Context: an optimization exercise on an open-source flow, tuned for small area. The choices shown serve that exercise and are no tape-out recipe.
The RTL was checked by simulation tests, not by an equivalence proof against the original design.
Power figures rest on the tool's default switching activity, not on a simulated workload. The clock port is modelled as an ideal driver; clocking choices that lean on that would not hold on a real chip.

Design Uart8_Matrix10, start of the top module:
module Uart8_Matrix10 (
    input wire clk,
    input wire rst,
    input wire rx,
    input wire rxEn,
    output wire [7:0] out,
    output wire rxDone,
    output wire rxBusy,
    output wire rxErr,
    output wire tx,
    input wire txEn,
    output wire txDone,
    output wire txBusy,
    output reg [7:0] led
);
Size in the first run: roughly 2,100 cells after synthesis.
clock: 12.0 ns
lec_check: 0
cap_margin: 20
core_margin: 2
core_utilization: 65
place_density: 0.75
slew_margin: 20
standard.sh (not shown) runs the stock make flow with config.mk's settings and CLKGATE_MAP_FILE= SYNTH_SCRIPT=/design/flow/synth_recipe.tcl, a recipe that flattens the netlist after the stock synthesis.
==> flow/flow/run.sh <==
#!/bin/bash
# Standard layout, with a clock tree of clkbuf_8 buffers driving clusters of
# up to 16 registers and no dummy loads (the default tree uses clkbuf_16 on
# clusters of about five registers and pads it with dummy loads).
set -euo pipefail
export CTS_ARGS="-sink_clustering_enable -repair_clock_nets -dont_use_dummy_load -buf_list sky130_fd_sc_hd__clkbuf_8 -sink_clustering_size 16 -sink_clustering_max_diameter 80 -sink_buffer_max_cap_derate 1.0"
bash standard.sh > standard.log 2>&1
==> next run, changes <==
CORE_UTILIZATION = 45   (was 65)
PLACE_DENSITY = 0.6   (was 0.75)
The changed run finished with timing, DRC and antenna clean. Wire length goes down by 1.2%. Global-route usage fell by 4.8 points. Core utilization shrinks by 21 points. Hold slack improved by 12 ps. Synthesized area does not change. First-iteration DRC count decreases by 15%. Design area came out higher by 0.93%.
==> next run, changes <==
==> flow/flow/run.sh (replaced) <==
#!/bin/bash
# Standard layout with a leaner clock tree: fewer, larger sink clusters
# and no dummy loads.
set -euo pipefail
export CTS_ARGS="-sink_clustering_enable -repair_clock_nets -dont_use_dummy_load -buf_list sky130_fd_sc_hd__clkbuf_8 -sink_clustering_size 22 -sink_clustering_max_diameter 60 -sink_buffer_max_cap_derate 1.0"
bash standard.sh > standard.log 2>&1
ABC_AREA = 1   (was default)
CORE_UTILIZATION = 65   (was 45)
PLACE_DENSITY = 0.75   (was 0.6)
Sequential share of layout area goes up by 1.5 points.
Die area goes down by 30%.
Global-route usage goes up by 5.5 points.
Critical path depth goes down by 13.
Total power goes down by 2.8%.
Hold slack is worse by 5.5 ps.
Routed wire length goes up by 5.6%.
Count of clock-buffer cells in the layout goes down by 26.
Maximum frequency goes up by 0.54%.
==> next run, changes <==
==> flow/run.sh (new file) <==
#!/bin/bash
# synth_recipe.tcl (not shown) runs the flow's synth.tcl, then flattens the netlist and writes it again
# the make line also repeats each setting of config.mk as NAME=value (left out here)
make -C /OpenROAD-flow-scripts/flow DESIGN_CONFIG=/design/flow/config.mk WORK_HOME=/design/flow/orfs CLKGATE_MAP_FILE= SYNTH_SCRIPT=/design/flow/synth_recipe.tcl finish
ABC_AREA = default   (was 1)
CORE_UTILIZATION = 45   (was 65)
PLACE_DENSITY = 0.6   (was 0.75)
removed: flow/flow/run.sh
removed: flow/standard.sh
Sequential power stays flat.
Die area rises by well over a third.
Cell count increases by roughly a tenth.
Fmax decreases slightly.
Clock skew went down by 45 ps.
Count of clock-buffer cells in the layout goes up by 119.

Another version of the RTL of Uart8_Matrix10 (not shown whole).
Size in the first run: roughly 2200 cells after synthesis, about 0.036 mm² of cells after synthesis.
==> flow/config.mk <==
export PLATFORM = sky130hd
export DESIGN_NAME = Uart8_Matrix10
export DESIGN_NICKNAME = Uart8_Matrix10
export VERILOG_FILES = /design/flow/design.v
export SDC_FILE = /design/flow/constraint.sdc
export NUM_CORES = 4
export LEC_CHECK = 0
export ABC_AREA = 1
export CAP_MARGIN = 20
export CORE_MARGIN = 2
export CORE_UTILIZATION = 45
export PLACE_DENSITY = 0.6
export SLEW_MARGIN = 20
==> flow/constraint.sdc <==
create_clock -name core_clock -period 12.0 [get_ports {clk}]
set_input_delay 2.4000 -clock core_clock [delete_from_list [all_inputs] [get_ports {clk}]]
set_output_delay 2.4000 -clock core_clock [all_outputs]
set_load 0.01 [all_outputs]
==> flow/flow/run.sh <==
#!/bin/bash
# Standard layout with a leaner clock tree: clkbuf_8 buffers on clusters of
# up to 18 registers and no dummy loads (the default tree uses clkbuf_16 on
# clusters of about five registers and pads it with dummy loads). Every port
# still gets its own buffer, a buf_1 instead of a clkdlybuf4s50_1.
set -euo pipefail
export CTS_ARGS="-sink_clustering_enable -repair_clock_nets -dont_use_dummy_load -buf_list sky130_fd_sc_hd__clkbuf_8 -sink_clustering_size 18 -sink_clustering_max_diameter 70 -sink_buffer_max_cap_derate 1.0"
export BUFFER_PORTS_ARGS="-buffer_cell sky130_fd_sc_hd__buf_1"
bash standard.sh > standard.log 2>&1
Next try:
==> flow/flow/run.sh (replaced) <==
#!/bin/bash
# Standard layout with a leaner clock tree: clkbuf_8 buffers on clusters of
# up to 20 registers and no dummy loads (the default tree uses clkbuf_16 on
# clusters of about five registers and pads it with dummy loads). Every port
# still gets its own buffer, a buf_1 instead of a clkdlybuf4s50_1.
set -euo pipefail
export CTS_ARGS="-sink_clustering_enable -repair_clock_nets -dont_use_dummy_load -buf_list sky130_fd_sc_hd__clkbuf_8 -sink_clustering_size 20 -sink_clustering_max_diameter 70 -sink_buffer_max_cap_derate 1.0"
export BUFFER_PORTS_ARGS="-buffer_cell sky130_fd_sc_hd__buf_1"
bash standard.sh > standard.log 2>&1
--- a/flow/config.mk
+++ b/flow/config.mk
@@ -10,4 +10,4 @@
 export CORE_MARGIN = 2
-export CORE_UTILIZATION = 45
-export PLACE_DENSITY = 0.6
+export CORE_UTILIZATION = 55
+export PLACE_DENSITY = 0.75
 export SLEW_MARGIN = 20
The new run ran to the end with no violations.
Fmax drops by a little under a tenth.
Total power is lower slightly.
Worst hold slack stays flat.
Clock-buffer cell count goes down by 8.
Routed wire length is higher by a few percent.
Critical path depth does not change.
Global-route usage rises by 3.1 points.
Non-clock buffer count grows by 1.
Via count went down slightly.
Next try:
==> flow/flow/run.sh (replaced) <==
#!/bin/bash
# Standard layout with a leaner clock tree: fewer, larger sink clusters
# and no dummy loads.
set -euo pipefail
export CTS_ARGS="-sink_clustering_enable -repair_clock_nets -dont_use_dummy_load -buf_list sky130_fd_sc_hd__clkbuf_8 -sink_clustering_size 18 -sink_clustering_max_diameter 70 -sink_buffer_max_cap_derate 1.0"
bash standard.sh > standard.log 2>&1
--- a/flow/config.mk
+++ b/flow/config.mk
@@ -10,4 +10,4 @@
 export CORE_MARGIN = 2
-export CORE_UTILIZATION = 55
-export PLACE_DENSITY = 0.75
+export CORE_UTILIZATION = 45
+export PLACE_DENSITY = 0.6
 export SLEW_MARGIN = 20
Effect: Design area went up slightly; maximum frequency rises slightly; final cell count climbs by a few percent; power is higher slightly; clock-buffer cell count went up by 9; critical path depth is unchanged; global-route usage decreases by 3.0 points.
Next try:
==> flow/flow/run.sh (replaced) <==
#!/bin/bash
# Standard layout with a leaner clock tree: clkbuf_8 buffers on clusters of
# up to 16 registers and no dummy loads (the default tree uses clkbuf_16 on
# clusters of about five registers and pads it with dummy loads). Every port
# still gets its own buffer, a buf_1 instead of a clkdlybuf4s50_1.
set -euo pipefail
export CTS_ARGS="-sink_clustering_enable -repair_clock_nets -dont_use_dummy_load -buf_list sky130_fd_sc_hd__clkbuf_8 -sink_clustering_size 16 -sink_clustering_max_diameter 80 -sink_buffer_max_cap_derate 1.0"
export BUFFER_PORTS_ARGS="-buffer_cell sky130_fd_sc_hd__buf_1"
bash standard.sh > standard.log 2>&1
After rerunning:
- The new run went through all stages and came out clean
- cell area is about the same
- die area is unchanged
- power is higher by 0.87%
- sequential power barely changes
- via count is higher by 1.0%

v38:
Uart8_Matrix10 again, from the RTL that the note above started with.
Settings: LEC_CHECK=0, CAP_MARGIN=20, CORE_MARGIN=2, CORE_UTILIZATION=45, PLACE_DENSITY=0.6, SLEW_MARGIN=20; clock period 12.0 ns.
==> flow/flow/run.sh <==
#!/bin/bash
# Standard layout with a leaner clock tree: clkbuf_8 buffers on clusters of
# up to 20 registers and no dummy loads (the default tree uses clkbuf_16 on
# clusters of about five registers and pads it with dummy loads). Every port
# still gets its own buffer, a buf_1 instead of a clkdlybuf4s50_1.
set -euo pipefail
export CTS_ARGS="-sink_clustering_enable -repair_clock_nets -dont_use_dummy_load -buf_list sky130_fd_sc_hd__clkbuf_8 -sink_clustering_size 20 -sink_clustering_max_diameter 70 -sink_buffer_max_cap_derate 1.0"
export BUFFER_PORTS_ARGS="-buffer_cell sky130_fd_sc_hd__buf_1"
bash standard.sh > standard.log 2>&1
[inputs] v14 vs v38
- ABC_AREA now 1, previously not set
==> flow/flow/run.sh <==
#!/bin/bash
# Standard layout, with a clock tree of clkbuf_8 buffers driving clusters of
# up to 16 registers and no dummy loads (the default tree uses clkbuf_16 on
# clusters of about five registers and pads it with dummy loads).
set -euo pipefail
export CTS_ARGS="-sink_clustering_enable -repair_clock_nets -dont_use_dummy_load -buf_list sky130_fd_sc_hd__clkbuf_8 -sink_clustering_size 16 -sink_clustering_max_diameter 80 -sink_buffer_max_cap_derate 1.0"
bash standard.sh > standard.log 2>&1
Notes after the runs:
Die area essentially unchanged between v38 and v14.
Compared with v38, v14 ends up with more cell area.
Cmp v14 vs v38: clock network area share higher in v14
Re net switching power of the design: v14 is about 2.7% up on v38.
v14 — number of global-route vias before repair about 7% higher, v38 as reference
Diff v38..v14 | adder-cell share of the synthesized area | negligible
> inputs changed (v14 -> v3)
- swapping 20 for 0 in SLEW_MARGIN
- swapping 20 for 0 in CAP_MARGIN
--- a/flow/flow/run.sh
+++ b/flow/flow/run.sh
@@ -2 +2 @@
-# Standard layout, with a clock tree of clkbuf_8 buffers driving clusters of
+# Standard layout with a leaner clock tree: clkbuf_8 buffers on clusters of
@@ -4 +4,2 @@
-# clusters of about five registers and pads it with dummy loads).
+# clusters of about five registers and pads it with dummy loads). Every port
+# still gets its own buffer, a buf_1 instead of a clkdlybuf4s50_1.
@@ -6,0 +8 @@
+export BUFFER_PORTS_ARGS="-buffer_cell sky130_fd_sc_hd__buf_1"
## What came out
Number of non-clock buffers in the layout of v3 falls short of that of v14 by a few percent. v3 against v14; final RePlAce weighted congestion is up by a few percent. Multi-input combinational area share: v14 vs v3, no meaningful difference. Summary of v3 over v14: clock power saw little to no change, core utilization saw a decrease. Total detailed-routing wirelength (v3 vs. v14) decreases slightly. Total internal power delta (v14 -> v3): insignificant. Compared with v14, in v3 global-route usage ~0 delta; synthesized area per cell ~0 delta. Share of the clock period used by the worst path after layout: v3 < v14. Re final critical-path required period: v14 and v3 aren't equal, and the higher value belongs to v14.
Changes in v40 relative to v3:
- changing CAP_MARGIN from 0 to 20
- changing SLEW_MARGIN from 0 to 20
==> flow/flow/run.sh <==
#!/bin/bash
# Standard layout with a leaner clock tree: clkbuf_16 buffers on clusters of
# up to 36 registers and no dummy loads (the default tree uses clkbuf_16 on
# clusters of about five registers and pads it with dummy loads). Every port
# still gets its own buffer, a buf_1 instead of a clkdlybuf4s50_1.
set -euo pipefail
export CTS_ARGS="-sink_clustering_enable -repair_clock_nets -dont_use_dummy_load -buf_list sky130_fd_sc_hd__clkbuf_16 -sink_clustering_size 36 -sink_clustering_max_diameter 80 -sink_buffer_max_cap_derate 1.0"
export BUFFER_PORTS_ARGS="-buffer_cell sky130_fd_sc_hd__buf_1"
bash standard.sh > standard.log 2>&1
### Flow results
- Diff v3 -> v40 | proportion of power drawn by flip-flops and latches | increase of 0.6 points
- | area share of xor/xnor cells in the synthesized design | v3 vs v40 | ≈ equal |
- Going from v3 to v40, overall via count from detail_route shrank by a few percent.
- v3 was larger in final cell area than v40.
- In the flow results for v40 and v3, the number of levels in the clock H-tree is larger on v3.
- Relative to v3, final clock period utilization by the worst path decreased by 0.52 points in v40.
- Final clock skew (v40 over v3): increase, 11 ps
- v40 vs v3: final total power down in v40
- v40 vs. v3: fmax climbed 2.7 MHz, ratio of cells with drive above 1 in the final layout dropped 2.4 points, global-route wire length before repair dropped 3.1%.
--- input diff v40..v21 ---
==> flow/flow/run.sh <==
#!/bin/bash
# Standard layout with a leaner clock tree: clkbuf_8 buffers on clusters of
# up to 20 registers and no dummy loads (the default tree uses clkbuf_16 on
# clusters of about five registers and pads it with dummy loads). Every port
# still gets its own buffer, a buf_1 instead of a clkdlybuf4s50_1.
set -euo pipefail
export CTS_ARGS="-sink_clustering_enable -repair_clock_nets -dont_use_dummy_load -buf_list sky130_fd_sc_hd__clkbuf_8 -sink_clustering_size 20 -sink_clustering_max_diameter 70 -sink_buffer_max_cap_derate 1.0"
export BUFFER_PORTS_ARGS="-buffer_cell sky130_fd_sc_hd__buf_1"
bash standard.sh > standard.log 2>&1
- Design area delta (v40 -> v21): insignificant
- Part of the cycle the worst path needs delta for v21 relative to v40: 0.49 points higher
- Comparing v21 and v40, CTS H-tree depth is lower on v40.
- Number of enable-type register cells in the synthesized netlist of v21 is on par with v40.
- Re width of the die: no difference whatsoever between v21 and v40.
- On relative area change from synthesis to final layout, v21 tracks v40 almost exactly.
- Clock share of power: v21 < v40

==> port drivers added, routing unchanged <==
In the flow no input, the clock included, has a driving cell. The finished layouts below were timed again as built, in two steps.
Step 1: set_driving_cell puts a clkbuf_16 on clk and a buf_2 on each other input, an assumption about the parent block.
Step 2, shift: input delay + t, output delay - t, t = (earliest + latest rising clock arrival at the registers) / 2. This alone moves slack from input paths to output paths.
a / b / c = ideal ports / drivers / drivers and shift; a / b = the first two.
run | t, ns | setup slack, ns | slew at the worst register clock pin (ns) | worst slew at a driven data input, ns | cell pins on the clock port's net
the first run of note 1 | 0.728 | 6.645 / 6.645 / 6.645 | 0.10 / 0.10 | 0.04 | 1
the second run of note 1 | 0.744 | 6.600 / 6.600 / 6.600 | 0.10 / 0.10 | 0.05 | 1
the third run of note 1 | 0.718 | 6.629 / 6.572 / 7.290 | 0.13 / 0.13 | 0.05 | 1
the fourth run of note 1 | 0.754 | 6.589 / 6.589 / 6.589 | 0.07 / 0.07 | 0.05 | 1
the first run of note 2 | 0.742 | 7.053 / 6.999 / 7.316 | 0.11 / 0.11 | 0.05 | 1
the second run of note 2 | 0.720 | 6.591 / 6.533 / 7.253 | 0.12 / 0.12 | 0.03 | 1
the third run of note 2 | 0.728 | 6.610 / 6.556 / 7.284 | 0.12 / 0.12 | 0.03 | 1
the fourth run of note 2 | 0.733 | 7.101 / 7.047 / 7.336 | 0.11 / 0.11 | 0.05 | 1
v38 | 0.723 | 5.999 / 5.999 / 5.999 | 0.11 / 0.11 | 0.03 | 1
v14 | 0.746 | 6.634 / 6.575 / 7.321 | 0.11 / 0.11 | 0.03 | 1
v3 | 0.733 | 7.101 / 7.047 / 7.336 | 0.11 / 0.11 | 0.05 | 1
v40 | 0.666 | 7.164 / 7.107 / 7.376 | 0.12 / 0.12 | 0.05 | 1
v21 | 0.731 | 7.105 / 7.052 / 7.339 | 0.12 / 0.12 | 0.05 | 1
After both steps every run listed still meets setup and hold.
